Context: an optimization exercise on an open-source flow, tuned for small area, a short achievable clock period and few clock cycles per item. The choices shown serve that exercise and are no tape-out recipe. For this run, only the layout was checked, not whether the RTL still works.

[design/flow/config.mk]
export PLATFORM = sky130hd
export DESIGN_NAME = sigmoid_unit
export DESIGN_NICKNAME = sigmoid_unit
export VERILOG_FILES = /design/flow/design.v
export SDC_FILE = /design/flow/constraint.sdc
export NUM_CORES = 4
export LEC_CHECK = 0
export ABC_AREA = 1
export CAP_MARGIN = 20
export CORE_MARGIN = 2
export CORE_UTILIZATION = 40
export SLEW_MARGIN = 20
[design/flow/constraint.sdc]
create_clock -name core_clock -period 62.0 [get_ports {clk}]
set_input_delay 12.4000 -clock core_clock [delete_from_list [all_inputs] [get_ports {clk}]]
set_output_delay 12.4000 -clock core_clock [all_outputs]
set_load 0.01 [all_outputs]
[design/flow/design.v]
module sigmoid_unit (
    input  wire               clk,
    input  wire               rst,
    input  wire               in_valid,
    input  wire signed [15:0] net_in,
    output wire               out_valid,
    output wire signed [31:0] f_net,
    output wire signed [31:0] x,
    output wire signed [31:0] y,
    output wire signed [31:0] z
);
reg [15:0] net_q;
reg        v0;
always @(posedge clk) begin
    net_q <= net_in;
    v0    <= in_valid & ~rst;
end
wire        s0 = net_q[15];
wire [15:0] d0 = ((net_q ^ {16{s0}}) + {15'd0, s0} + 16'd1000);
wire [10:0] tk9 = ~11'd1953;    
wire [10:0] df9;
wire        ge9;
pfxi_row_h3_r11_11_11 row9 (.t(tk9), .d(d0[10:0]), .hz(~|d0[15:11]), .ge(ge9), .r(df9));
wire [10:0] tr9 = df9;
wire [11:0] tk8 = {tr9, 1'b1};
wire [11:0] df8;
wire        ge8;
pfxi_row_h3_r12_12_12 row8 (.t(tk8), .d(d0[11:0]), .hz(~|d0[15:12]), .ge(ge8), .r(df8));
wire [11:0] tr8 = df8;
wire [12:0] tk7 = {tr8, 1'b1};
wire [12:0] df7;
wire        ge7;
pfxi_row_h3_r13_13_13 row7 (.t(tk7), .d(d0[12:0]), .hz(~|d0[15:13]), .ge(ge7), .r(df7));
wire [12:0] tr7 = df7;
wire [13:0] tk6 = {tr7, 1'b1};
wire [13:0] df6;
wire        ge6;
pfxi_row_h3_r14_14_14 row6 (.t(tk6), .d(d0[13:0]), .hz(~|d0[15:14]), .ge(ge6), .r(df6));
wire [13:0] tr6 = df6;
wire [14:0] tk5 = {tr6, 1'b0};
wire [14:0] df5;
wire        ge5;
pfxi_row_h3_r15_15_15 row5 (.t(tk5), .d(d0[14:0]), .hz(~|d0[15:15]), .ge(ge5), .r(df5));
wire [14:0] tr5 = df5;
reg [15:0] d1;
reg        s1;
reg        v1;
reg [14:0] t1;
reg        q9_1;
reg        q8_1;
reg        q7_1;
reg        q6_1;
reg        q5_1;
always @(posedge clk) begin
    d1 <= d0;
    s1 <= s0;
    v1 <= v0 & ~rst;
    t1 <= tr5;
    q9_1 <= ge9;
    q8_1 <= ge8;
    q7_1 <= ge7;
    q6_1 <= ge6;
    q5_1 <= ge5;
end
wire [15:0] tk4 = {t1, 1'b0};
wire [14:0] df4;
wire        ge4;
pfxi_row_bk_r15_16_16 row4 (.t(tk4), .d(d1[15:0]), .hz(1'b1), .ge(ge4), .r(df4));
wire [14:0] tr4 = df4;
wire [15:0] tk3 = {tr4, 1'b0};
wire [14:0] df3;
wire        ge3;
pfxi_row_bk_r15_16_16 row3 (.t(tk3), .d(d1[15:0]), .hz(1'b1), .ge(ge3), .r(df3));
wire [14:0] tr3 = df3;
wire [15:0] tk2 = {tr3, 1'b0};
wire [14:0] df2;
wire        ge2;
pfxi_row_bk_r15_16_16 row2 (.t(tk2), .d(d1[15:0]), .hz(1'b1), .ge(ge2), .r(df2));
wire [14:0] tr2 = df2;
wire [15:0] tk1 = {tr2, 1'b0};
wire [15:0] df1;
wire        ge1;
pfxi_row_h3_r16_16_16 row1 (.t(tk1), .d(d1[15:0]), .hz(1'b1), .ge(ge1), .r(df1));
wire [15:0] tr1 = df1;
wire [16:0] tk0 = {tr1, 1'b0};
wire [15:0] df0;
wire        ge0;
pfxi_row_h3_r16_17_16 row0 (.t(tk0), .d(d1[15:0]), .hz(1'b1), .ge(ge0), .r(df0));
wire [8:0]  qh = {q9_1, q8_1, q7_1, q6_1, q5_1, ge4, ge3, ge2, ge1};
wire        q0 = ge0;
wire [6:0]  qa   = {q9_1, q8_1, q7_1, q6_1, q5_1, ge4, ge3};
wire [2:0]  ql   = {ge2, ge1, ge0};
wire [6:0]  a124 = 7'd124 - qa;
wire [7:0]  n124 = {1'b0, qa} - 8'd124;
wire [7:0]  n125 = {1'b0, qa} - 8'd125;
wire [7:0]  a249 = 8'd249 - {1'b0, qa};
wire [6:0]  qa1  = qa + 7'd1;
wire [2:0]  ql1  = ql + 3'd1;
wire        c7   = &ql;
wire [9:0]  yv   = s1 ? (c7 ? {n124[6:0], 3'b000} : {n125[6:0], ql1}) : {a124, ~ql};
wire [9:0]  zv   = s1 ? (c7 ? {1'b0, qa1, 2'b00} : {1'b0, qa, ql1[2:1]}) : {a249, ~ql[2:1]};
wire        yneg0 = s1 & (d1 >= 16'd1002);
wire        yneg1 = s1 & (d1 != 16'd1001);
wire        yneg2 = s1 & ((|d1[15:10]) | (d1[9:0] >= 10'd1002));
wire        yneg3 = s1 & (d1[15:1] != 15'd500);
wire [15:0] nn;
wire [16:0] nn_p, nn_g;
assign nn_g[0] = 1'b0; assign nn_p[0] = 1'b0;
assign nn_p[1] = (d1[0] ^ s1) ^ (s1); assign nn_g[1] = (d1[0] ^ s1) & (s1);
assign nn_p[2] = (d1[1] ^ s1) ^ (1'b0); assign nn_g[2] = (d1[1] ^ s1) & (1'b0);
assign nn_p[3] = (d1[2] ^ s1) ^ (1'b0); assign nn_g[3] = (d1[2] ^ s1) & (1'b0);
assign nn_p[4] = (d1[3] ^ s1) ^ (1'b1); assign nn_g[4] = (d1[3] ^ s1) & (1'b1);
assign nn_p[5] = (d1[4] ^ s1) ^ (~s1); assign nn_g[5] = (d1[4] ^ s1) & (~s1);
assign nn_p[6] = (d1[5] ^ s1) ^ (s1); assign nn_g[6] = (d1[5] ^ s1) & (s1);
assign nn_p[7] = (d1[6] ^ s1) ^ (s1); assign nn_g[7] = (d1[6] ^ s1) & (s1);
assign nn_p[8] = (d1[7] ^ s1) ^ (s1); assign nn_g[8] = (d1[7] ^ s1) & (s1);
assign nn_p[9] = (d1[8] ^ s1) ^ (s1); assign nn_g[9] = (d1[8] ^ s1) & (s1);
assign nn_p[10] = (d1[9] ^ s1) ^ (s1); assign nn_g[10] = (d1[9] ^ s1) & (s1);
assign nn_p[11] = (d1[10] ^ s1) ^ (~s1); assign nn_g[11] = (d1[10] ^ s1) & (~s1);
assign nn_p[12] = (d1[11] ^ s1) ^ (~s1); assign nn_g[12] = (d1[11] ^ s1) & (~s1);
assign nn_p[13] = (d1[12] ^ s1) ^ (~s1); assign nn_g[13] = (d1[12] ^ s1) & (~s1);
assign nn_p[14] = (d1[13] ^ s1) ^ (~s1); assign nn_g[14] = (d1[13] ^ s1) & (~s1);
assign nn_p[15] = (d1[14] ^ s1) ^ (~s1); assign nn_g[15] = (d1[14] ^ s1) & (~s1);
assign nn_p[16] = (d1[15] ^ s1) ^ (~s1); assign nn_g[16] = (d1[15] ^ s1) & (~s1);
wire nn_g0_1 = nn_g[1] | (nn_p[1] & nn_g[0]);
wire nn_p0_1 = nn_p[1] & nn_p[0];
wire nn_g1_2 = nn_g[2] | (nn_p[2] & nn_g0_1);
wire nn_p1_2 = nn_p[2] & nn_p0_1;
wire nn_g2_3 = nn_g[3] | (nn_p[3] & nn_g1_2);
wire nn_p2_3 = nn_p[3] & nn_p1_2;
wire nn_g3_4 = nn_g[4] | (nn_p[4] & nn_g2_3);
wire nn_p3_4 = nn_p[4] & nn_p2_3;
wire nn_g4_5 = nn_g[5] | (nn_p[5] & nn_g3_4);
wire nn_p4_5 = nn_p[5] & nn_p3_4;
wire nn_g5_6 = nn_g[6] | (nn_p[6] & nn_g4_5);
wire nn_p5_6 = nn_p[6] & nn_p4_5;
wire nn_g6_7 = nn_g[7] | (nn_p[7] & nn_g5_6);
wire nn_p6_7 = nn_p[7] & nn_p5_6;
wire nn_g7_8 = nn_g[8] | (nn_p[8] & nn_g6_7);
wire nn_p7_8 = nn_p[8] & nn_p6_7;
wire nn_g8_9 = nn_g[9] | (nn_p[9] & nn_g7_8);
wire nn_p8_9 = nn_p[9] & nn_p7_8;
wire nn_g9_10 = nn_g[10] | (nn_p[10] & nn_g8_9);
wire nn_p9_10 = nn_p[10] & nn_p8_9;
wire nn_g10_11 = nn_g[11] | (nn_p[11] & nn_g9_10);
wire nn_p10_11 = nn_p[11] & nn_p9_10;
wire nn_g11_12 = nn_g[12] | (nn_p[12] & nn_g10_11);
wire nn_p11_12 = nn_p[12] & nn_p10_11;
wire nn_g12_13 = nn_g[13] | (nn_p[13] & nn_g11_12);
wire nn_p12_13 = nn_p[13] & nn_p11_12;
wire nn_g13_14 = nn_g[14] | (nn_p[14] & nn_g12_13);
wire nn_p13_14 = nn_p[14] & nn_p12_13;
wire nn_g14_15 = nn_g[15] | (nn_p[15] & nn_g13_14);
wire nn_p14_15 = nn_p[15] & nn_p13_14;
wire nn_g15_16 = nn_g[16] | (nn_p[16] & nn_g14_15);
wire nn_p15_16 = nn_p[16] & nn_p14_15;
assign nn[0] = nn_p[1] ^ nn_g[0];
assign nn[1] = nn_p[2] ^ nn_g0_1;
assign nn[2] = nn_p[3] ^ nn_g1_2;
assign nn[3] = nn_p[4] ^ nn_g2_3;
assign nn[4] = nn_p[5] ^ nn_g3_4;
assign nn[5] = nn_p[6] ^ nn_g4_5;
assign nn[6] = nn_p[7] ^ nn_g5_6;
assign nn[7] = nn_p[8] ^ nn_g6_7;
assign nn[8] = nn_p[9] ^ nn_g7_8;
assign nn[9] = nn_p[10] ^ nn_g8_9;
assign nn[10] = nn_p[11] ^ nn_g9_10;
assign nn[11] = nn_p[12] ^ nn_g10_11;
assign nn[12] = nn_p[13] ^ nn_g11_12;
assign nn[13] = nn_p[14] ^ nn_g12_13;
assign nn[14] = nn_p[15] ^ nn_g13_14;
assign nn[15] = nn_p[16] ^ nn_g14_15;
wire [21:0] n22  = {{6{s1}}, nn};
wire [21:0] x1;
wire [22:0] x1_p, x1_g;
assign x1_g[0] = 1'b0; assign x1_p[0] = 1'b0;
assign x1_p[1] = (n22[0]) ^ (1'b0); assign x1_g[1] = (n22[0]) & (1'b0);
assign x1_p[2] = (n22[1]) ^ (1'b0); assign x1_g[2] = (n22[1]) & (1'b0);
assign x1_p[3] = (n22[2]) ^ (1'b0); assign x1_g[3] = (n22[2]) & (1'b0);
assign x1_p[4] = (n22[3]) ^ (1'b0); assign x1_g[4] = (n22[3]) & (1'b0);
assign x1_p[5] = (n22[4]) ^ (1'b0); assign x1_g[5] = (n22[4]) & (1'b0);
assign x1_p[6] = (n22[5]) ^ (1'b0); assign x1_g[6] = (n22[5]) & (1'b0);
assign x1_p[7] = (n22[6]) ^ (1'b0); assign x1_g[7] = (n22[6]) & (1'b0);
assign x1_p[8] = (n22[7]) ^ (n22[0]); assign x1_g[8] = (n22[7]) & (n22[0]);
assign x1_p[9] = (n22[8]) ^ (n22[1]); assign x1_g[9] = (n22[8]) & (n22[1]);
assign x1_p[10] = (n22[9]) ^ (n22[2]); assign x1_g[10] = (n22[9]) & (n22[2]);
assign x1_p[11] = (n22[10]) ^ (n22[3]); assign x1_g[11] = (n22[10]) & (n22[3]);
assign x1_p[12] = (n22[11]) ^ (n22[4]); assign x1_g[12] = (n22[11]) & (n22[4]);
assign x1_p[13] = (n22[12]) ^ (n22[5]); assign x1_g[13] = (n22[12]) & (n22[5]);
assign x1_p[14] = (n22[13]) ^ (n22[6]); assign x1_g[14] = (n22[13]) & (n22[6]);
assign x1_p[15] = (n22[14]) ^ (n22[7]); assign x1_g[15] = (n22[14]) & (n22[7]);
assign x1_p[16] = (n22[15]) ^ (n22[8]); assign x1_g[16] = (n22[15]) & (n22[8]);
assign x1_p[17] = (n22[16]) ^ (n22[9]); assign x1_g[17] = (n22[16]) & (n22[9]);
assign x1_p[18] = (n22[17]) ^ (n22[10]); assign x1_g[18] = (n22[17]) & (n22[10]);
assign x1_p[19] = (n22[18]) ^ (n22[11]); assign x1_g[19] = (n22[18]) & (n22[11]);
assign x1_p[20] = (n22[19]) ^ (n22[12]); assign x1_g[20] = (n22[19]) & (n22[12]);
assign x1_p[21] = (n22[20]) ^ (n22[13]); assign x1_g[21] = (n22[20]) & (n22[13]);
assign x1_p[22] = (n22[21]) ^ (n22[14]); assign x1_g[22] = (n22[21]) & (n22[14]);
wire x1_g0_1 = x1_g[1] | (x1_p[1] & x1_g[0]);
wire x1_p0_1 = x1_p[1] & x1_p[0];
wire x1_g1_2 = x1_g[2] | (x1_p[2] & x1_g0_1);
wire x1_p1_2 = x1_p[2] & x1_p0_1;
wire x1_g2_3 = x1_g[3] | (x1_p[3] & x1_g1_2);
wire x1_p2_3 = x1_p[3] & x1_p1_2;
wire x1_g3_4 = x1_g[4] | (x1_p[4] & x1_g2_3);
wire x1_p3_4 = x1_p[4] & x1_p2_3;
wire x1_g4_5 = x1_g[5] | (x1_p[5] & x1_g3_4);
wire x1_p4_5 = x1_p[5] & x1_p3_4;
wire x1_g5_6 = x1_g[6] | (x1_p[6] & x1_g4_5);
wire x1_p5_6 = x1_p[6] & x1_p4_5;
wire x1_g6_7 = x1_g[7] | (x1_p[7] & x1_g5_6);
wire x1_p6_7 = x1_p[7] & x1_p5_6;
wire x1_g7_8 = x1_g[8] | (x1_p[8] & x1_g6_7);
wire x1_p7_8 = x1_p[8] & x1_p6_7;
wire x1_g8_9 = x1_g[9] | (x1_p[9] & x1_g7_8);
wire x1_p8_9 = x1_p[9] & x1_p7_8;
wire x1_g9_10 = x1_g[10] | (x1_p[10] & x1_g8_9);
wire x1_p9_10 = x1_p[10] & x1_p8_9;
wire x1_g10_11 = x1_g[11] | (x1_p[11] & x1_g9_10);
wire x1_p10_11 = x1_p[11] & x1_p9_10;
wire x1_g11_12 = x1_g[12] | (x1_p[12] & x1_g10_11);
wire x1_p11_12 = x1_p[12] & x1_p10_11;
wire x1_g12_13 = x1_g[13] | (x1_p[13] & x1_g11_12);
wire x1_p12_13 = x1_p[13] & x1_p11_12;
wire x1_g13_14 = x1_g[14] | (x1_p[14] & x1_g12_13);
wire x1_p13_14 = x1_p[14] & x1_p12_13;
wire x1_g14_15 = x1_g[15] | (x1_p[15] & x1_g13_14);
wire x1_p14_15 = x1_p[15] & x1_p13_14;
wire x1_g15_16 = x1_g[16] | (x1_p[16] & x1_g14_15);
wire x1_p15_16 = x1_p[16] & x1_p14_15;
wire x1_g16_17 = x1_g[17] | (x1_p[17] & x1_g15_16);
wire x1_p16_17 = x1_p[17] & x1_p15_16;
wire x1_g17_18 = x1_g[18] | (x1_p[18] & x1_g16_17);
wire x1_p17_18 = x1_p[18] & x1_p16_17;
wire x1_g18_19 = x1_g[19] | (x1_p[19] & x1_g17_18);
wire x1_p18_19 = x1_p[19] & x1_p17_18;
wire x1_g19_20 = x1_g[20] | (x1_p[20] & x1_g18_19);
wire x1_p19_20 = x1_p[20] & x1_p18_19;
wire x1_g20_21 = x1_g[21] | (x1_p[21] & x1_g19_20);
wire x1_p20_21 = x1_p[21] & x1_p19_20;
wire x1_g21_22 = x1_g[22] | (x1_p[22] & x1_g20_21);
wire x1_p21_22 = x1_p[22] & x1_p20_21;
assign x1[0] = x1_p[1] ^ x1_g[0];
assign x1[1] = x1_p[2] ^ x1_g0_1;
assign x1[2] = x1_p[3] ^ x1_g1_2;
assign x1[3] = x1_p[4] ^ x1_g2_3;
assign x1[4] = x1_p[5] ^ x1_g3_4;
assign x1[5] = x1_p[6] ^ x1_g4_5;
assign x1[6] = x1_p[7] ^ x1_g5_6;
assign x1[7] = x1_p[8] ^ x1_g6_7;
assign x1[8] = x1_p[9] ^ x1_g7_8;
assign x1[9] = x1_p[10] ^ x1_g8_9;
assign x1[10] = x1_p[11] ^ x1_g9_10;
assign x1[11] = x1_p[12] ^ x1_g10_11;
assign x1[12] = x1_p[13] ^ x1_g11_12;
assign x1[13] = x1_p[14] ^ x1_g12_13;
assign x1[14] = x1_p[15] ^ x1_g13_14;
assign x1[15] = x1_p[16] ^ x1_g14_15;
assign x1[16] = x1_p[17] ^ x1_g15_16;
assign x1[17] = x1_p[18] ^ x1_g16_17;
assign x1[18] = x1_p[19] ^ x1_g17_18;
assign x1[19] = x1_p[20] ^ x1_g18_19;
assign x1[20] = x1_p[21] ^ x1_g19_20;
assign x1[21] = x1_p[22] ^ x1_g20_21;
wire [21:0] xx;
wire [22:0] xx_p, xx_g;
assign xx_g[0] = 1'b1; assign xx_p[0] = 1'b0;
assign xx_p[1] = (x1[0]) ^ (1'b1); assign xx_g[1] = (x1[0]) & (1'b1);
assign xx_p[2] = (x1[1]) ^ (1'b1); assign xx_g[2] = (x1[1]) & (1'b1);
assign xx_p[3] = (x1[2]) ^ (~n22[0]); assign xx_g[3] = (x1[2]) & (~n22[0]);
assign xx_p[4] = (x1[3]) ^ (~n22[1]); assign xx_g[4] = (x1[3]) & (~n22[1]);
assign xx_p[5] = (x1[4]) ^ (~n22[2]); assign xx_g[5] = (x1[4]) & (~n22[2]);
assign xx_p[6] = (x1[5]) ^ (~n22[3]); assign xx_g[6] = (x1[5]) & (~n22[3]);
assign xx_p[7] = (x1[6]) ^ (~n22[4]); assign xx_g[7] = (x1[6]) & (~n22[4]);
assign xx_p[8] = (x1[7]) ^ (~n22[5]); assign xx_g[8] = (x1[7]) & (~n22[5]);
assign xx_p[9] = (x1[8]) ^ (~n22[6]); assign xx_g[9] = (x1[8]) & (~n22[6]);
assign xx_p[10] = (x1[9]) ^ (~n22[7]); assign xx_g[10] = (x1[9]) & (~n22[7]);
assign xx_p[11] = (x1[10]) ^ (~n22[8]); assign xx_g[11] = (x1[10]) & (~n22[8]);
assign xx_p[12] = (x1[11]) ^ (~n22[9]); assign xx_g[12] = (x1[11]) & (~n22[9]);
assign xx_p[13] = (x1[12]) ^ (~n22[10]); assign xx_g[13] = (x1[12]) & (~n22[10]);
assign xx_p[14] = (x1[13]) ^ (~n22[11]); assign xx_g[14] = (x1[13]) & (~n22[11]);
assign xx_p[15] = (x1[14]) ^ (~n22[12]); assign xx_g[15] = (x1[14]) & (~n22[12]);
assign xx_p[16] = (x1[15]) ^ (~n22[13]); assign xx_g[16] = (x1[15]) & (~n22[13]);
assign xx_p[17] = (x1[16]) ^ (~n22[14]); assign xx_g[17] = (x1[16]) & (~n22[14]);
assign xx_p[18] = (x1[17]) ^ (~n22[15]); assign xx_g[18] = (x1[17]) & (~n22[15]);
assign xx_p[19] = (x1[18]) ^ (~n22[16]); assign xx_g[19] = (x1[18]) & (~n22[16]);
assign xx_p[20] = (x1[19]) ^ (~n22[17]); assign xx_g[20] = (x1[19]) & (~n22[17]);
assign xx_p[21] = (x1[20]) ^ (~n22[18]); assign xx_g[21] = (x1[20]) & (~n22[18]);
assign xx_p[22] = (x1[21]) ^ (~n22[19]); assign xx_g[22] = (x1[21]) & (~n22[19]);
wire xx_g0_1 = xx_g[1] | (xx_p[1] & xx_g[0]);
wire xx_p0_1 = xx_p[1] & xx_p[0];
wire xx_g1_2 = xx_g[2] | (xx_p[2] & xx_g0_1);
wire xx_p1_2 = xx_p[2] & xx_p0_1;
wire xx_g2_3 = xx_g[3] | (xx_p[3] & xx_g1_2);
wire xx_p2_3 = xx_p[3] & xx_p1_2;
wire xx_g3_4 = xx_g[4] | (xx_p[4] & xx_g2_3);
wire xx_p3_4 = xx_p[4] & xx_p2_3;
wire xx_g4_5 = xx_g[5] | (xx_p[5] & xx_g3_4);
wire xx_p4_5 = xx_p[5] & xx_p3_4;
wire xx_g5_6 = xx_g[6] | (xx_p[6] & xx_g4_5);
wire xx_p5_6 = xx_p[6] & xx_p4_5;
wire xx_g6_7 = xx_g[7] | (xx_p[7] & xx_g5_6);
wire xx_p6_7 = xx_p[7] & xx_p5_6;
wire xx_g7_8 = xx_g[8] | (xx_p[8] & xx_g6_7);
wire xx_p7_8 = xx_p[8] & xx_p6_7;
wire xx_g8_9 = xx_g[9] | (xx_p[9] & xx_g7_8);
wire xx_p8_9 = xx_p[9] & xx_p7_8;
wire xx_g9_10 = xx_g[10] | (xx_p[10] & xx_g8_9);
wire xx_p9_10 = xx_p[10] & xx_p8_9;
wire xx_g10_11 = xx_g[11] | (xx_p[11] & xx_g9_10);
wire xx_p10_11 = xx_p[11] & xx_p9_10;
wire xx_g11_12 = xx_g[12] | (xx_p[12] & xx_g10_11);
wire xx_p11_12 = xx_p[12] & xx_p10_11;
wire xx_g12_13 = xx_g[13] | (xx_p[13] & xx_g11_12);
wire xx_p12_13 = xx_p[13] & xx_p11_12;
wire xx_g13_14 = xx_g[14] | (xx_p[14] & xx_g12_13);
wire xx_p13_14 = xx_p[14] & xx_p12_13;
wire xx_g14_15 = xx_g[15] | (xx_p[15] & xx_g13_14);
wire xx_p14_15 = xx_p[15] & xx_p13_14;
wire xx_g15_16 = xx_g[16] | (xx_p[16] & xx_g14_15);
wire xx_p15_16 = xx_p[16] & xx_p14_15;
wire xx_g16_17 = xx_g[17] | (xx_p[17] & xx_g15_16);
wire xx_p16_17 = xx_p[17] & xx_p15_16;
wire xx_g17_18 = xx_g[18] | (xx_p[18] & xx_g16_17);
wire xx_p17_18 = xx_p[18] & xx_p16_17;
wire xx_g18_19 = xx_g[19] | (xx_p[19] & xx_g17_18);
wire xx_p18_19 = xx_p[19] & xx_p17_18;
wire xx_g19_20 = xx_g[20] | (xx_p[20] & xx_g18_19);
wire xx_p19_20 = xx_p[20] & xx_p18_19;
wire xx_g20_21 = xx_g[21] | (xx_p[21] & xx_g19_20);
wire xx_p20_21 = xx_p[21] & xx_p19_20;
wire xx_g21_22 = xx_g[22] | (xx_p[22] & xx_g20_21);
wire xx_p21_22 = xx_p[22] & xx_p20_21;
assign xx[0] = xx_p[1] ^ xx_g[0];
assign xx[1] = xx_p[2] ^ xx_g0_1;
assign xx[2] = xx_p[3] ^ xx_g1_2;
assign xx[3] = xx_p[4] ^ xx_g2_3;
assign xx[4] = xx_p[5] ^ xx_g3_4;
assign xx[5] = xx_p[6] ^ xx_g4_5;
assign xx[6] = xx_p[7] ^ xx_g5_6;
assign xx[7] = xx_p[8] ^ xx_g6_7;
assign xx[8] = xx_p[9] ^ xx_g7_8;
assign xx[9] = xx_p[10] ^ xx_g8_9;
assign xx[10] = xx_p[11] ^ xx_g9_10;
assign xx[11] = xx_p[12] ^ xx_g10_11;
assign xx[12] = xx_p[13] ^ xx_g11_12;
assign xx[13] = xx_p[14] ^ xx_g12_13;
assign xx[14] = xx_p[15] ^ xx_g13_14;
assign xx[15] = xx_p[16] ^ xx_g14_15;
assign xx[16] = xx_p[17] ^ xx_g15_16;
assign xx[17] = xx_p[18] ^ xx_g16_17;
assign xx[18] = xx_p[19] ^ xx_g17_18;
assign xx[19] = xx_p[20] ^ xx_g18_19;
assign xx[20] = xx_p[21] ^ xx_g19_20;
assign xx[21] = xx_p[22] ^ xx_g20_21;
reg        vo;
reg [2:0] xs;
reg [3:0] ys;
reg [21:0] xr;
reg [9:0]  yr;
reg [9:0]  zr;
always @(posedge clk) begin
    vo <= v1 & ~rst;
    xs[0] <= s1;
    xs[1] <= s1 & (d1 != 16'd1000);
    xs[2] <= nn[15];
    ys[0] <= yneg0;
    ys[1] <= yneg1;
    ys[2] <= yneg2;
    ys[3] <= yneg3;
    xr <= xx;
    yr <= yv;
    zr <= zv;
end
assign out_valid = vo;
assign x     = {xs[0], xs[0], xs[0], xs[1], xs[1], xs[2], xs[2], xr, 3'b000};
assign y     = {ys[0], ys[0], ys[0], ys[0], ys[0], ys[0], ys[1], ys[1], ys[1], ys[1], ys[1], ys[2], ys[2], ys[2], ys[2], ys[2], ys[2], ys[3], ys[3], ys[3], ys[3], ys[3], yr};
assign z     = {21'd0, zr, yr[0]};
assign f_net = {22'd0, zr};
endmodule
module pfxi_row_h3_r11_11_11 (
    input  wire [10:0] t,
    input  wire [10:0] d,
    input  wire        hz,
    output wire        ge,
    output wire [10:0] r
);
wire [10:0] dd = d;
wire [10:0] p = t ^ dd;    
wire [10:0] g = t & dd;    
wire g0_1 = g[1] | (p[1] & g[0]);
wire p0_1 = p[1] & p[0];
wire g0_4 = g[4] | (p[4] & g[3]);
wire p0_4 = p[4] & p[3];
wire g0_7 = g[7] | (p[7] & g[6]);
wire p0_7 = p[7] & p[6];
wire g0_10 = g[10] | (p[10] & g[9]);
wire p0_10 = p[10] & p[9];
wire g1_2 = g[2] | (p[2] & g0_1);
wire p1_2 = p[2] & p0_1;
wire g1_5 = g[5] | (p[5] & g0_4);
wire p1_5 = p[5] & p0_4;
wire g1_8 = g[8] | (p[8] & g0_7);
wire p1_8 = p[8] & p0_7;
wire g2_5 = g1_5 | (p1_5 & g1_2);
wire p2_5 = p1_5 & p1_2;
wire g3_8 = g1_8 | (p1_8 & g2_5);
wire p3_8 = p1_8 & p2_5;
wire g4_3 = g[3] | (p[3] & g1_2);
wire p4_3 = p[3] & p1_2;
wire g4_4 = g0_4 | (p0_4 & g1_2);
wire p4_4 = p0_4 & p1_2;
wire g4_6 = g[6] | (p[6] & g2_5);
wire p4_6 = p[6] & p2_5;
wire g4_7 = g0_7 | (p0_7 & g2_5);
wire p4_7 = p0_7 & p2_5;
wire g4_9 = g[9] | (p[9] & g3_8);
wire p4_9 = p[9] & p3_8;
wire g4_10 = g0_10 | (p0_10 & g3_8);
wire p4_10 = p0_10 & p3_8;
wire [10:0] bi = {g4_9, g3_8, g4_7, g4_6, g2_5, g4_4, g4_3, g1_2, g0_1, g[0], 1'b0};
assign ge = hz & ~g4_10;
wire [10:0] dn = p ^ bi;    
assign r  = ge ? dn[10:0] : t[10:0];
endmodule
module pfxi_row_h3_r12_12_12 (
    input  wire [11:0] t,
    input  wire [11:0] d,
    input  wire        hz,
    output wire        ge,
    output wire [11:0] r
);
wire [11:0] dd = d;
wire [11:0] p = t ^ dd;    
wire [11:0] g = t & dd;    
wire g0_1 = g[1] | (p[1] & g[0]);
wire p0_1 = p[1] & p[0];
wire g0_4 = g[4] | (p[4] & g[3]);
wire p0_4 = p[4] & p[3];
wire g0_7 = g[7] | (p[7] & g[6]);
wire p0_7 = p[7] & p[6];
wire g0_10 = g[10] | (p[10] & g[9]);
wire p0_10 = p[10] & p[9];
wire g1_2 = g[2] | (p[2] & g0_1);
wire p1_2 = p[2] & p0_1;
wire g1_5 = g[5] | (p[5] & g0_4);
wire p1_5 = p[5] & p0_4;
wire g1_8 = g[8] | (p[8] & g0_7);
wire p1_8 = p[8] & p0_7;
wire g1_11 = g[11] | (p[11] & g0_10);
wire p1_11 = p[11] & p0_10;
wire g2_5 = g1_5 | (p1_5 & g1_2);
wire p2_5 = p1_5 & p1_2;
wire g2_11 = g1_11 | (p1_11 & g1_8);
wire p2_11 = p1_11 & p1_8;
wire g3_8 = g1_8 | (p1_8 & g2_5);
wire p3_8 = p1_8 & p2_5;
wire g3_11 = g2_11 | (p2_11 & g2_5);
wire p3_11 = p2_11 & p2_5;
wire g4_3 = g[3] | (p[3] & g1_2);
wire p4_3 = p[3] & p1_2;
wire g4_4 = g0_4 | (p0_4 & g1_2);
wire p4_4 = p0_4 & p1_2;
wire g4_6 = g[6] | (p[6] & g2_5);
wire p4_6 = p[6] & p2_5;
wire g4_7 = g0_7 | (p0_7 & g2_5);
wire p4_7 = p0_7 & p2_5;
wire g4_9 = g[9] | (p[9] & g3_8);
wire p4_9 = p[9] & p3_8;
wire g4_10 = g0_10 | (p0_10 & g3_8);
wire p4_10 = p0_10 & p3_8;
wire [11:0] bi = {g4_10, g4_9, g3_8, g4_7, g4_6, g2_5, g4_4, g4_3, g1_2, g0_1, g[0], 1'b0};
assign ge = hz & ~g3_11;
wire [11:0] dn = p ^ bi;    
assign r  = ge ? dn[11:0] : t[11:0];
endmodule
module pfxi_row_h3_r13_13_13 (
    input  wire [12:0] t,
    input  wire [12:0] d,
    input  wire        hz,
    output wire        ge,
    output wire [12:0] r
);
wire [12:0] dd = d;
wire [12:0] p = t ^ dd;    
wire [12:0] g = t & dd;    
wire g0_1 = g[1] | (p[1] & g[0]);
wire p0_1 = p[1] & p[0];
wire g0_4 = g[4] | (p[4] & g[3]);
wire p0_4 = p[4] & p[3];
wire g0_7 = g[7] | (p[7] & g[6]);
wire p0_7 = p[7] & p[6];
wire g0_10 = g[10] | (p[10] & g[9]);
wire p0_10 = p[10] & p[9];
wire g1_2 = g[2] | (p[2] & g0_1);
wire p1_2 = p[2] & p0_1;
wire g1_5 = g[5] | (p[5] & g0_4);
wire p1_5 = p[5] & p0_4;
wire g1_8 = g[8] | (p[8] & g0_7);
wire p1_8 = p[8] & p0_7;
wire g1_11 = g[11] | (p[11] & g0_10);
wire p1_11 = p[11] & p0_10;
wire g2_5 = g1_5 | (p1_5 & g1_2);
wire p2_5 = p1_5 & p1_2;
wire g2_11 = g1_11 | (p1_11 & g1_8);
wire p2_11 = p1_11 & p1_8;
wire g3_8 = g1_8 | (p1_8 & g2_5);
wire p3_8 = p1_8 & p2_5;
wire g3_11 = g2_11 | (p2_11 & g2_5);
wire p3_11 = p2_11 & p2_5;
wire g4_3 = g[3] | (p[3] & g1_2);
wire p4_3 = p[3] & p1_2;
wire g4_4 = g0_4 | (p0_4 & g1_2);
wire p4_4 = p0_4 & p1_2;
wire g4_6 = g[6] | (p[6] & g2_5);
wire p4_6 = p[6] & p2_5;
wire g4_7 = g0_7 | (p0_7 & g2_5);
wire p4_7 = p0_7 & p2_5;
wire g4_9 = g[9] | (p[9] & g3_8);
wire p4_9 = p[9] & p3_8;
wire g4_10 = g0_10 | (p0_10 & g3_8);
wire p4_10 = p0_10 & p3_8;
wire g4_12 = g[12] | (p[12] & g3_11);
wire p4_12 = p[12] & p3_11;
wire [12:0] bi = {g3_11, g4_10, g4_9, g3_8, g4_7, g4_6, g2_5, g4_4, g4_3, g1_2, g0_1, g[0], 1'b0};
assign ge = hz & ~g4_12;
wire [12:0] dn = p ^ bi;    
assign r  = ge ? dn[12:0] : t[12:0];
endmodule
module pfxi_row_h3_r14_14_14 (
    input  wire [13:0] t,
    input  wire [13:0] d,
    input  wire        hz,
    output wire        ge,
    output wire [13:0] r
);
wire [13:0] dd = d;
wire [13:0] p = t ^ dd;    
wire [13:0] g = t & dd;    
wire g0_1 = g[1] | (p[1] & g[0]);
wire p0_1 = p[1] & p[0];
wire g0_4 = g[4] | (p[4] & g[3]);
wire p0_4 = p[4] & p[3];
wire g0_7 = g[7] | (p[7] & g[6]);
wire p0_7 = p[7] & p[6];
wire g0_10 = g[10] | (p[10] & g[9]);
wire p0_10 = p[10] & p[9];
wire g0_13 = g[13] | (p[13] & g[12]);
wire p0_13 = p[13] & p[12];
wire g1_2 = g[2] | (p[2] & g0_1);
wire p1_2 = p[2] & p0_1;
wire g1_5 = g[5] | (p[5] & g0_4);
wire p1_5 = p[5] & p0_4;
wire g1_8 = g[8] | (p[8] & g0_7);
wire p1_8 = p[8] & p0_7;
wire g1_11 = g[11] | (p[11] & g0_10);
wire p1_11 = p[11] & p0_10;
wire g2_5 = g1_5 | (p1_5 & g1_2);
wire p2_5 = p1_5 & p1_2;
wire g2_11 = g1_11 | (p1_11 & g1_8);
wire p2_11 = p1_11 & p1_8;
wire g3_8 = g1_8 | (p1_8 & g2_5);
wire p3_8 = p1_8 & p2_5;
wire g3_11 = g2_11 | (p2_11 & g2_5);
wire p3_11 = p2_11 & p2_5;
wire g4_3 = g[3] | (p[3] & g1_2);
wire p4_3 = p[3] & p1_2;
wire g4_4 = g0_4 | (p0_4 & g1_2);
wire p4_4 = p0_4 & p1_2;
wire g4_6 = g[6] | (p[6] & g2_5);
wire p4_6 = p[6] & p2_5;
wire g4_7 = g0_7 | (p0_7 & g2_5);
wire p4_7 = p0_7 & p2_5;
wire g4_9 = g[9] | (p[9] & g3_8);
wire p4_9 = p[9] & p3_8;
wire g4_10 = g0_10 | (p0_10 & g3_8);
wire p4_10 = p0_10 & p3_8;
wire g4_12 = g[12] | (p[12] & g3_11);
wire p4_12 = p[12] & p3_11;
wire g4_13 = g0_13 | (p0_13 & g3_11);
wire p4_13 = p0_13 & p3_11;
wire [13:0] bi = {g4_12, g3_11, g4_10, g4_9, g3_8, g4_7, g4_6, g2_5, g4_4, g4_3, g1_2, g0_1, g[0], 1'b0};
assign ge = hz & ~g4_13;
wire [13:0] dn = p ^ bi;    
assign r  = ge ? dn[13:0] : t[13:0];
endmodule
module pfxi_row_h3_r15_15_15 (
    input  wire [14:0] t,
    input  wire [14:0] d,
    input  wire        hz,
    output wire        ge,
    output wire [14:0] r
);
wire [14:0] dd = d;
wire [14:0] p = t ^ dd;    
wire [14:0] g = t & dd;    
wire g0_1 = g[1] | (p[1] & g[0]);
wire p0_1 = p[1] & p[0];
wire g0_4 = g[4] | (p[4] & g[3]);
wire p0_4 = p[4] & p[3];
wire g0_7 = g[7] | (p[7] & g[6]);
wire p0_7 = p[7] & p[6];
wire g0_10 = g[10] | (p[10] & g[9]);
wire p0_10 = p[10] & p[9];
wire g0_13 = g[13] | (p[13] & g[12]);
wire p0_13 = p[13] & p[12];
wire g1_2 = g[2] | (p[2] & g0_1);
wire p1_2 = p[2] & p0_1;
wire g1_5 = g[5] | (p[5] & g0_4);
wire p1_5 = p[5] & p0_4;
wire g1_8 = g[8] | (p[8] & g0_7);
wire p1_8 = p[8] & p0_7;
wire g1_11 = g[11] | (p[11] & g0_10);
wire p1_11 = p[11] & p0_10;
wire g1_14 = g[14] | (p[14] & g0_13);
wire p1_14 = p[14] & p0_13;
wire g2_5 = g1_5 | (p1_5 & g1_2);
wire p2_5 = p1_5 & p1_2;
wire g2_11 = g1_11 | (p1_11 & g1_8);
wire p2_11 = p1_11 & p1_8;
wire g3_8 = g1_8 | (p1_8 & g2_5);
wire p3_8 = p1_8 & p2_5;
wire g3_11 = g2_11 | (p2_11 & g2_5);
wire p3_11 = p2_11 & p2_5;
wire g4_14 = g1_14 | (p1_14 & g3_11);
wire p4_14 = p1_14 & p3_11;
wire g5_3 = g[3] | (p[3] & g1_2);
wire p5_3 = p[3] & p1_2;
wire g5_4 = g0_4 | (p0_4 & g1_2);
wire p5_4 = p0_4 & p1_2;
wire g5_6 = g[6] | (p[6] & g2_5);
wire p5_6 = p[6] & p2_5;
wire g5_7 = g0_7 | (p0_7 & g2_5);
wire p5_7 = p0_7 & p2_5;
wire g5_9 = g[9] | (p[9] & g3_8);
wire p5_9 = p[9] & p3_8;
wire g5_10 = g0_10 | (p0_10 & g3_8);
wire p5_10 = p0_10 & p3_8;
wire g5_12 = g[12] | (p[12] & g3_11);
wire p5_12 = p[12] & p3_11;
wire g5_13 = g0_13 | (p0_13 & g3_11);
wire p5_13 = p0_13 & p3_11;
wire [14:0] bi = {g5_13, g5_12, g3_11, g5_10, g5_9, g3_8, g5_7, g5_6, g2_5, g5_4, g5_3, g1_2, g0_1, g[0], 1'b0};
assign ge = hz & ~g4_14;
wire [14:0] dn = p ^ bi;    
assign r  = ge ? dn[14:0] : t[14:0];
endmodule
module pfxi_row_bk_r15_16_16 (
    input  wire [15:0] t,
    input  wire [15:0] d,
    input  wire        hz,
    output wire        ge,
    output wire [14:0] r
);
wire [15:0] dd = d;
wire [15:0] p = t ^ dd;    
wire [15:0] g = t & dd;    
wire g0_1 = g[1] | (p[1] & g[0]);
wire p0_1 = p[1] & p[0];
wire g0_3 = g[3] | (p[3] & g[2]);
wire p0_3 = p[3] & p[2];
wire g0_5 = g[5] | (p[5] & g[4]);
wire p0_5 = p[5] & p[4];
wire g0_7 = g[7] | (p[7] & g[6]);
wire p0_7 = p[7] & p[6];
wire g0_9 = g[9] | (p[9] & g[8]);
wire p0_9 = p[9] & p[8];
wire g0_11 = g[11] | (p[11] & g[10]);
wire p0_11 = p[11] & p[10];
wire g0_13 = g[13] | (p[13] & g[12]);
wire p0_13 = p[13] & p[12];
wire g0_15 = g[15] | (p[15] & g[14]);
wire p0_15 = p[15] & p[14];
wire g1_3 = g0_3 | (p0_3 & g0_1);
wire p1_3 = p0_3 & p0_1;
wire g1_7 = g0_7 | (p0_7 & g0_5);
wire p1_7 = p0_7 & p0_5;
wire g1_11 = g0_11 | (p0_11 & g0_9);
wire p1_11 = p0_11 & p0_9;
wire g1_15 = g0_15 | (p0_15 & g0_13);
wire p1_15 = p0_15 & p0_13;
wire g2_7 = g1_7 | (p1_7 & g1_3);
wire p2_7 = p1_7 & p1_3;
wire g2_15 = g1_15 | (p1_15 & g1_11);
wire p2_15 = p1_15 & p1_11;
wire g3_15 = g2_15 | (p2_15 & g2_7);
wire p3_15 = p2_15 & p2_7;
wire g4_11 = g1_11 | (p1_11 & g2_7);
wire p4_11 = p1_11 & p2_7;
wire g5_5 = g0_5 | (p0_5 & g1_3);
wire p5_5 = p0_5 & p1_3;
wire g5_9 = g0_9 | (p0_9 & g2_7);
wire p5_9 = p0_9 & p2_7;
wire g5_13 = g0_13 | (p0_13 & g4_11);
wire p5_13 = p0_13 & p4_11;
wire g6_2 = g[2] | (p[2] & g0_1);
wire p6_2 = p[2] & p0_1;
wire g6_4 = g[4] | (p[4] & g1_3);
wire p6_4 = p[4] & p1_3;
wire g6_6 = g[6] | (p[6] & g5_5);
wire p6_6 = p[6] & p5_5;
wire g6_8 = g[8] | (p[8] & g2_7);
wire p6_8 = p[8] & p2_7;
wire g6_10 = g[10] | (p[10] & g5_9);
wire p6_10 = p[10] & p5_9;
wire g6_12 = g[12] | (p[12] & g4_11);
wire p6_12 = p[12] & p4_11;
wire g6_14 = g[14] | (p[14] & g5_13);
wire p6_14 = p[14] & p5_13;
wire [15:0] bi = {g6_14, g5_13, g6_12, g4_11, g6_10, g5_9, g6_8, g2_7, g6_6, g5_5, g6_4, g1_3, g6_2, g0_1, g[0], 1'b0};
assign ge = hz & ~g3_15;
wire [15:0] dn = p ^ bi;    
assign r  = ge ? dn[14:0] : t[14:0];
endmodule
module pfxi_row_h3_r16_16_16 (
    input  wire [15:0] t,
    input  wire [15:0] d,
    input  wire        hz,
    output wire        ge,
    output wire [15:0] r
);
wire [15:0] dd = d;
wire [15:0] p = t ^ dd;    
wire [15:0] g = t & dd;    
wire g0_1 = g[1] | (p[1] & g[0]);
wire p0_1 = p[1] & p[0];
wire g0_4 = g[4] | (p[4] & g[3]);
wire p0_4 = p[4] & p[3];
wire g0_7 = g[7] | (p[7] & g[6]);
wire p0_7 = p[7] & p[6];
wire g0_10 = g[10] | (p[10] & g[9]);
wire p0_10 = p[10] & p[9];
wire g0_13 = g[13] | (p[13] & g[12]);
wire p0_13 = p[13] & p[12];
wire g1_2 = g[2] | (p[2] & g0_1);
wire p1_2 = p[2] & p0_1;
wire g1_5 = g[5] | (p[5] & g0_4);
wire p1_5 = p[5] & p0_4;
wire g1_8 = g[8] | (p[8] & g0_7);
wire p1_8 = p[8] & p0_7;
wire g1_11 = g[11] | (p[11] & g0_10);
wire p1_11 = p[11] & p0_10;
wire g1_14 = g[14] | (p[14] & g0_13);
wire p1_14 = p[14] & p0_13;
wire g2_5 = g1_5 | (p1_5 & g1_2);
wire p2_5 = p1_5 & p1_2;
wire g2_11 = g1_11 | (p1_11 & g1_8);
wire p2_11 = p1_11 & p1_8;
wire g3_8 = g1_8 | (p1_8 & g2_5);
wire p3_8 = p1_8 & p2_5;
wire g3_11 = g2_11 | (p2_11 & g2_5);
wire p3_11 = p2_11 & p2_5;
wire g4_14 = g1_14 | (p1_14 & g3_11);
wire p4_14 = p1_14 & p3_11;
wire g5_3 = g[3] | (p[3] & g1_2);
wire p5_3 = p[3] & p1_2;
wire g5_4 = g0_4 | (p0_4 & g1_2);
wire p5_4 = p0_4 & p1_2;
wire g5_6 = g[6] | (p[6] & g2_5);
wire p5_6 = p[6] & p2_5;
wire g5_7 = g0_7 | (p0_7 & g2_5);
wire p5_7 = p0_7 & p2_5;
wire g5_9 = g[9] | (p[9] & g3_8);
wire p5_9 = p[9] & p3_8;
wire g5_10 = g0_10 | (p0_10 & g3_8);
wire p5_10 = p0_10 & p3_8;
wire g5_12 = g[12] | (p[12] & g3_11);
wire p5_12 = p[12] & p3_11;
wire g5_13 = g0_13 | (p0_13 & g3_11);
wire p5_13 = p0_13 & p3_11;
wire g5_15 = g[15] | (p[15] & g4_14);
wire p5_15 = p[15] & p4_14;
wire [15:0] bi = {g4_14, g5_13, g5_12, g3_11, g5_10, g5_9, g3_8, g5_7, g5_6, g2_5, g5_4, g5_3, g1_2, g0_1, g[0], 1'b0};
assign ge = hz & ~g5_15;
wire [15:0] dn = p ^ bi;    
assign r  = ge ? dn[15:0] : t[15:0];
endmodule
module pfxi_row_h3_r16_17_16 (
    input  wire [16:0] t,
    input  wire [15:0] d,
    input  wire        hz,
    output wire        ge,
    output wire [15:0] r
);
wire [16:0] dd = {1'd0, d};
wire [16:0] p = t ^ dd;    
wire [16:0] g = t & dd;    
wire g0_1 = g[1] | (p[1] & g[0]);
wire p0_1 = p[1] & p[0];
wire g0_4 = g[4] | (p[4] & g[3]);
wire p0_4 = p[4] & p[3];
wire g0_7 = g[7] | (p[7] & g[6]);
wire p0_7 = p[7] & p[6];
wire g0_10 = g[10] | (p[10] & g[9]);
wire p0_10 = p[10] & p[9];
wire g0_13 = g[13] | (p[13] & g[12]);
wire p0_13 = p[13] & p[12];
wire g0_16 = g[16] | (p[16] & g[15]);
wire p0_16 = p[16] & p[15];
wire g1_2 = g[2] | (p[2] & g0_1);
wire p1_2 = p[2] & p0_1;
wire g1_5 = g[5] | (p[5] & g0_4);
wire p1_5 = p[5] & p0_4;
wire g1_8 = g[8] | (p[8] & g0_7);
wire p1_8 = p[8] & p0_7;
wire g1_11 = g[11] | (p[11] & g0_10);
wire p1_11 = p[11] & p0_10;
wire g1_14 = g[14] | (p[14] & g0_13);
wire p1_14 = p[14] & p0_13;
wire g2_5 = g1_5 | (p1_5 & g1_2);
wire p2_5 = p1_5 & p1_2;
wire g2_11 = g1_11 | (p1_11 & g1_8);
wire p2_11 = p1_11 & p1_8;
wire g3_8 = g1_8 | (p1_8 & g2_5);
wire p3_8 = p1_8 & p2_5;
wire g3_11 = g2_11 | (p2_11 & g2_5);
wire p3_11 = p2_11 & p2_5;
wire g4_14 = g1_14 | (p1_14 & g3_11);
wire p4_14 = p1_14 & p3_11;
wire g5_3 = g[3] | (p[3] & g1_2);
wire p5_3 = p[3] & p1_2;
wire g5_4 = g0_4 | (p0_4 & g1_2);
wire p5_4 = p0_4 & p1_2;
wire g5_6 = g[6] | (p[6] & g2_5);
wire p5_6 = p[6] & p2_5;
wire g5_7 = g0_7 | (p0_7 & g2_5);
wire p5_7 = p0_7 & p2_5;
wire g5_9 = g[9] | (p[9] & g3_8);
wire p5_9 = p[9] & p3_8;
wire g5_10 = g0_10 | (p0_10 & g3_8);
wire p5_10 = p0_10 & p3_8;
wire g5_12 = g[12] | (p[12] & g3_11);
wire p5_12 = p[12] & p3_11;
wire g5_13 = g0_13 | (p0_13 & g3_11);
wire p5_13 = p0_13 & p3_11;
wire g5_15 = g[15] | (p[15] & g4_14);
wire p5_15 = p[15] & p4_14;
wire g5_16 = g0_16 | (p0_16 & g4_14);
wire p5_16 = p0_16 & p4_14;
wire [16:0] bi = {g5_15, g4_14, g5_13, g5_12, g3_11, g5_10, g5_9, g3_8, g5_7, g5_6, g2_5, g5_4, g5_3, g1_2, g0_1, g[0], 1'b0};
assign ge = hz & ~g5_16;
wire [16:0] dn = p ^ bi;    
assign r  = ge ? dn[15:0] : t[15:0];
endmodule
[design/flow/flow/run.sh]
#!/bin/bash
set -euo pipefail
export BUFFER_PORTS_ARGS="-buffer_cell sky130_fd_sc_hd__buf_1"
# one tie cell drives all constant outputs
export SKIP_REPAIR_TIE_FANOUT=1
# stronger flip-flops where one drives several output buffers
export POST_GLOBAL_PLACE_TCL=$PWD/flow/upsize_out_ff.tcl UPSIZE_FF4_MIN=4 UPSIZE_FF2_MIN=2
bash standard.sh > standard.log 2>&1
[design/flow/flow/upsize_out_ff.tcl]
# Give the flip-flops that drive several output-port buffers (the copies of
# the sign bits, and the z bits that also drive f_net) a stronger drive.
set block [ord::get_db_block]
set n_up 0
foreach inst [$block getInsts] {
  if {[[$inst getMaster] getName] ne "sky130_fd_sc_hd__dfxtp_1"} { continue }
  set q [$inst findITerm Q]
  set net [$q getNet]
  if {$net eq "NULL"} { continue }
  set nout 0
  foreach it [$net getITerms] {
    if {[string match "output*" [[$it getInst] getName]]} { incr nout }
  }
  if {$nout >= $::env(UPSIZE_FF4_MIN)} {
    replace_cell [$inst getName] sky130_fd_sc_hd__dfxtp_4
    incr n_up
  } elseif {$nout >= $::env(UPSIZE_FF2_MIN)} {
    replace_cell [$inst getName] sky130_fd_sc_hd__dfxtp_2
    incr n_up
  }
}
puts "upsize_out_ff: resized $n_up flip-flops"
[design/flow/standard.sh]
#!/bin/bash
# synth_recipe.tcl (not shown) runs the flow's synth.tcl, then flattens the netlist and writes it again
# the make line also repeats each setting of config.mk as NAME=value (left out here)
make -C /OpenROAD-flow-scripts/flow DESIGN_CONFIG=/design/flow/config.mk WORK_HOME=/design/flow/orfs CLKGATE_MAP_FILE= SYNTH_SCRIPT=/design/flow/synth_recipe.tcl "${@:-finish}"
==> impl_metrics.env <==
export IMPL_r2r_cells=74
export IMPL_cp_slowest_stage_delay_ns=0.68
export IMPL_hold_viol_final=0
export IMPL_post_route_period_util=0.2566
export IMPL_dp_hpwl_um=19810
export IMPL_synth_top_area_share=0.1871
export IMPL_cts_tree="done"
export IMPL_grt_pass1_vias=8380
export IMPL_ys_warn_count=1
export IMPL_cts_buffers=9
export IMPL_wl_um=24040
export IMPL_crit_path_frequent_cell="nand2_1"
export IMPL_syn_instance_count=1427
export IMPL_htreeDepth=3
export IMPL_port_buffers=101
export IMPL_clockBufferDepth=2
export IMPL_ctsResizeCount=0
export IMPL_drtAntennaViolNets=0
export IMPL_antenna_found_initial=0
export IMPL_die_y_um=170.0
export IMPL_synth_flop_cell="dfxtp_1"
export IMPL_die_x_um=170.0
export IMPL_dieArea_mm2=0.02889
export IMPL_drtPass1Iterations=4
export IMPL_rows=60
export IMPL_clk_pin_slew_worst_paths_ns=0.08
export IMPL_synth_area_leaders="dfxtp_1, ha_1, fa_1, nand2_1, inv_1"
export IMPL_finalSetupViolations=0
export IMPL_drc=0
export IMPL_grt_overflow=0
export IMPL_final_cells=1779
export IMPL_cpMaxStageDelayCell="clkinv_1"
export IMPL_min_delay_path_depth=2
export IMPL_tns_ns=0
export IMPL_ys_async_sr_fraction=0
export IMPL_yosysTopAreaCell="dfxtp_1"
export IMPL_ff2ff_setup_slack_ns=46.09
export IMPL_cp_startpoint="d1[3]$_DFF_P_"
export IMPL_worst_clock_skew_ns=0.01344
export IMPL_synth_yosys_seq_area_share=0.1871
export IMPL_worst_pin_slew_ns=0.8827
export IMPL_ys_ff_latch=103
export IMPL_post_cts_setup_buffers=0
export IMPL_criticalPathCategory="flop to flop"
export IMPL_r2r_end="yr[2]$_DFF_P_"
export IMPL_period_needed_ns=15.91
export IMPL_r2r_start="d1[3]$_DFF_P_"
export IMPL_synthesis_area_mm2=0.01102
export IMPL_synth_cell_type_count=52
export IMPL_path_buf_inv=10
export IMPL_fin_area_mm2=0.01141
export IMPL_cts_root_buf="clkbuf_16"
export IMPL_clk_insertion_delay_late_ns=0.36
export IMPL_maxSlewViolCount=0
export IMPL_area_growth_pct=3.588
export IMPL_synthesis_nets=1656
export IMPL_drtIter0Drc=439
export IMPL_maxCapViolCount=0
export IMPL_cp_endpoint="yr[2]$_DFF_P_"
export IMPL_avgRoutedWirePerCell_um=13.51
export IMPL_rsz0062_at_grt="false"
export IMPL_cp_start_kind="flop"
export IMPL_layout_nets=1662
export IMPL_clkSinkCount=103
export IMPL_cp_required_ns=62.26
export IMPL_n_fill_cell=2747
export IMPL_start_util=0.4077
export IMPL_vias=8591
export IMPL_critical_path_endpoint_type="flop"
export IMPL_gr_usage_all_layers=0.1763
export IMPL_syn_area_per_cell_um2=7.721
export IMPL_synth_edff_count=0
export IMPL_antennaDiodeCount=0
export IMPL_crit_family="compound AO/OA/AOI/OAI gates"
export IMPL_max_freq_mhz=62.85
export IMPL_worst_path_stages=74
export IMPL_hold_path_class="flop to flop"
export IMPL_critPathMaxFanout=26
export IMPL_dp_cells=1763
export IMPL_cp_arrival_ns=16.17
export IMPL_detail_route_vias_per_cell=4.829
export IMPL_coreArea_mm2=0.02703
export IMPL_post_dp_cell_area_mm2=0.01113
export IMPL_cts_hold_buffers=0
export IMPL_grt_pass1_wl_um=41040
export IMPL_layout_drive_gt1_share=0.06606
export IMPL_relSlewSlack=0.4095
export IMPL_grt_max_degree=47
export IMPL_status="finished clean"
export IMPL_ioPinCount=148
area by class of cell:
type / count / area (um^2) / area share
Clock buffer: 10 / 239.0 / 0.02094
Timing Repair Buffer: 104 / 401.6 / 0.03519
Clock inverter: 6 / 47.55 / 0.004166
Tap cell: 341 / 426.7 / 0.03738
Sequential cell: 103 / 2095 / 0.1835
Multi-Input combinational cell: 1020 / 7467 / 0.6542
Inverter: 195 / 737.0 / 0.06457
worst min path at each step:
stage	startpoint	end	slack, ns
6_report	v1$_DFF_P_	vo$_DFF_P_	0.41
4_1_cts	v1$_DFF_P_	vo$_DFF_P_	0.41
5_1_grt	v0$_DFF_P_	v1$_DFF_P_	0.44
3_5_place_dp	v1$_DFF_P_	vo$_DFF_P_	0.40
2_1_floorplan	net_q[15]$_DFF_P_	s1$_DFF_P_	0.37
3_3_place_gp	v1$_DFF_P_	vo$_DFF_P_	0.39
synthesized netlist by cell type (39+ instances only):
cell	number
nor2_1	54
nand2_1	330
dfxtp_1	103
inv_1	188
xnor2_1	39
buf_4	81
xor2_1	54
nand3_1	58
ha_1	133
a21oi_1	43
fa_1	77
o21ai_0	99
worst min-delay path, delay by kind of cell (launching register included):
family,cells,cell delay (ns)
simple gates,1,0.03
buf+inv,1,0.04
flops,1,0.30
layer usage:
layer  wire (um)  global-route usage  up-vias  part of all wire
li1            -                   -     4488                 -
met1       11480              0.2307     3897              0.48
met2       10930              0.3010      178              0.45
met3        1032             0.02651       28             0.043
met4         597             0.05277        0             0.025
met5           0                   0        -                 0
per-stage QoR:
step                utilization  worst slack (ns)  hold slack [ns]
floorplan                     -             49.03           0.3671
global placement         0.4105             46.84           0.3908
detailed placement       0.4117             46.13           0.3953
CTS                      0.4223             46.11           0.4092
global route             0.4223             43.97           0.4415
finish                   0.4223             46.09           0.4065
placed cells by master, fill, tap and decap left out, types with 10 or more instances in the layout:
cell type  instances
a21oi_1           43
buf_1            101
dfxtp_1           85
dfxtp_2           14
fa_1              77
ha_1             133
inv_1            188
nand2_1          330
nand2_2           16
nand3_1           58
nand4_1           14
nor2_1            54
nor3_1            12
o21ai_0           99
or2_2             10
xnor2_1           39
xor2_1            54
sequential cells by signal, summed over array words and instances (netlist names):
register  count
q8_1          1
t1           15
q6_1          1
vo            1
v1            1
d1           16
ys            4
xr           22
net_q        16
s1            1
q9_1          1
zr            8
xs            3
v0            1
q7_1          1
yr           10
q5_1          1
logic make-up after synthesis:
kind of cell    count (synthesis)  share of synthesized area
other cells                     1                  0.0003404
fa+ha+maj                     210                     0.2909
flops                         103                     0.1871
compound gates                190                    0.09755
buf+inv                       304                     0.1351
xor+xnor                       98                    0.08131
mux                             1                  0.0009085
simple gates                  520                     0.2067

==> afterwards: timing with drivers on the ports <==
In the flow no input, the clock included, has a driving cell. The finished layout below was timed again as built, in two steps. Step 1 (the two cells are an assumption about what drives the block):
set clk [get_ports {clk}]
set_driving_cell -lib_cell sky130_fd_sc_hd__clkbuf_16 $clk
set_driving_cell -lib_cell sky130_fd_sc_hd__buf_2 [delete_from_list [all_inputs] $clk]
Step 2 also shifts input and output timing later by t, the mid clock arrival at the registers, as if the neighbouring blocks saw the same clock. a / b / c = ideal / step 1 / step 2; a / b = the first two.
shift t [ns]: 0.396
setup slack, ns: 46.089 / 46.089 / 46.089
worst setup path at the end: register to register
After both steps this run still meets setup and hold. The setup slack of this run moves by 0.000 ns with the drivers and by 0.000 ns with both steps.
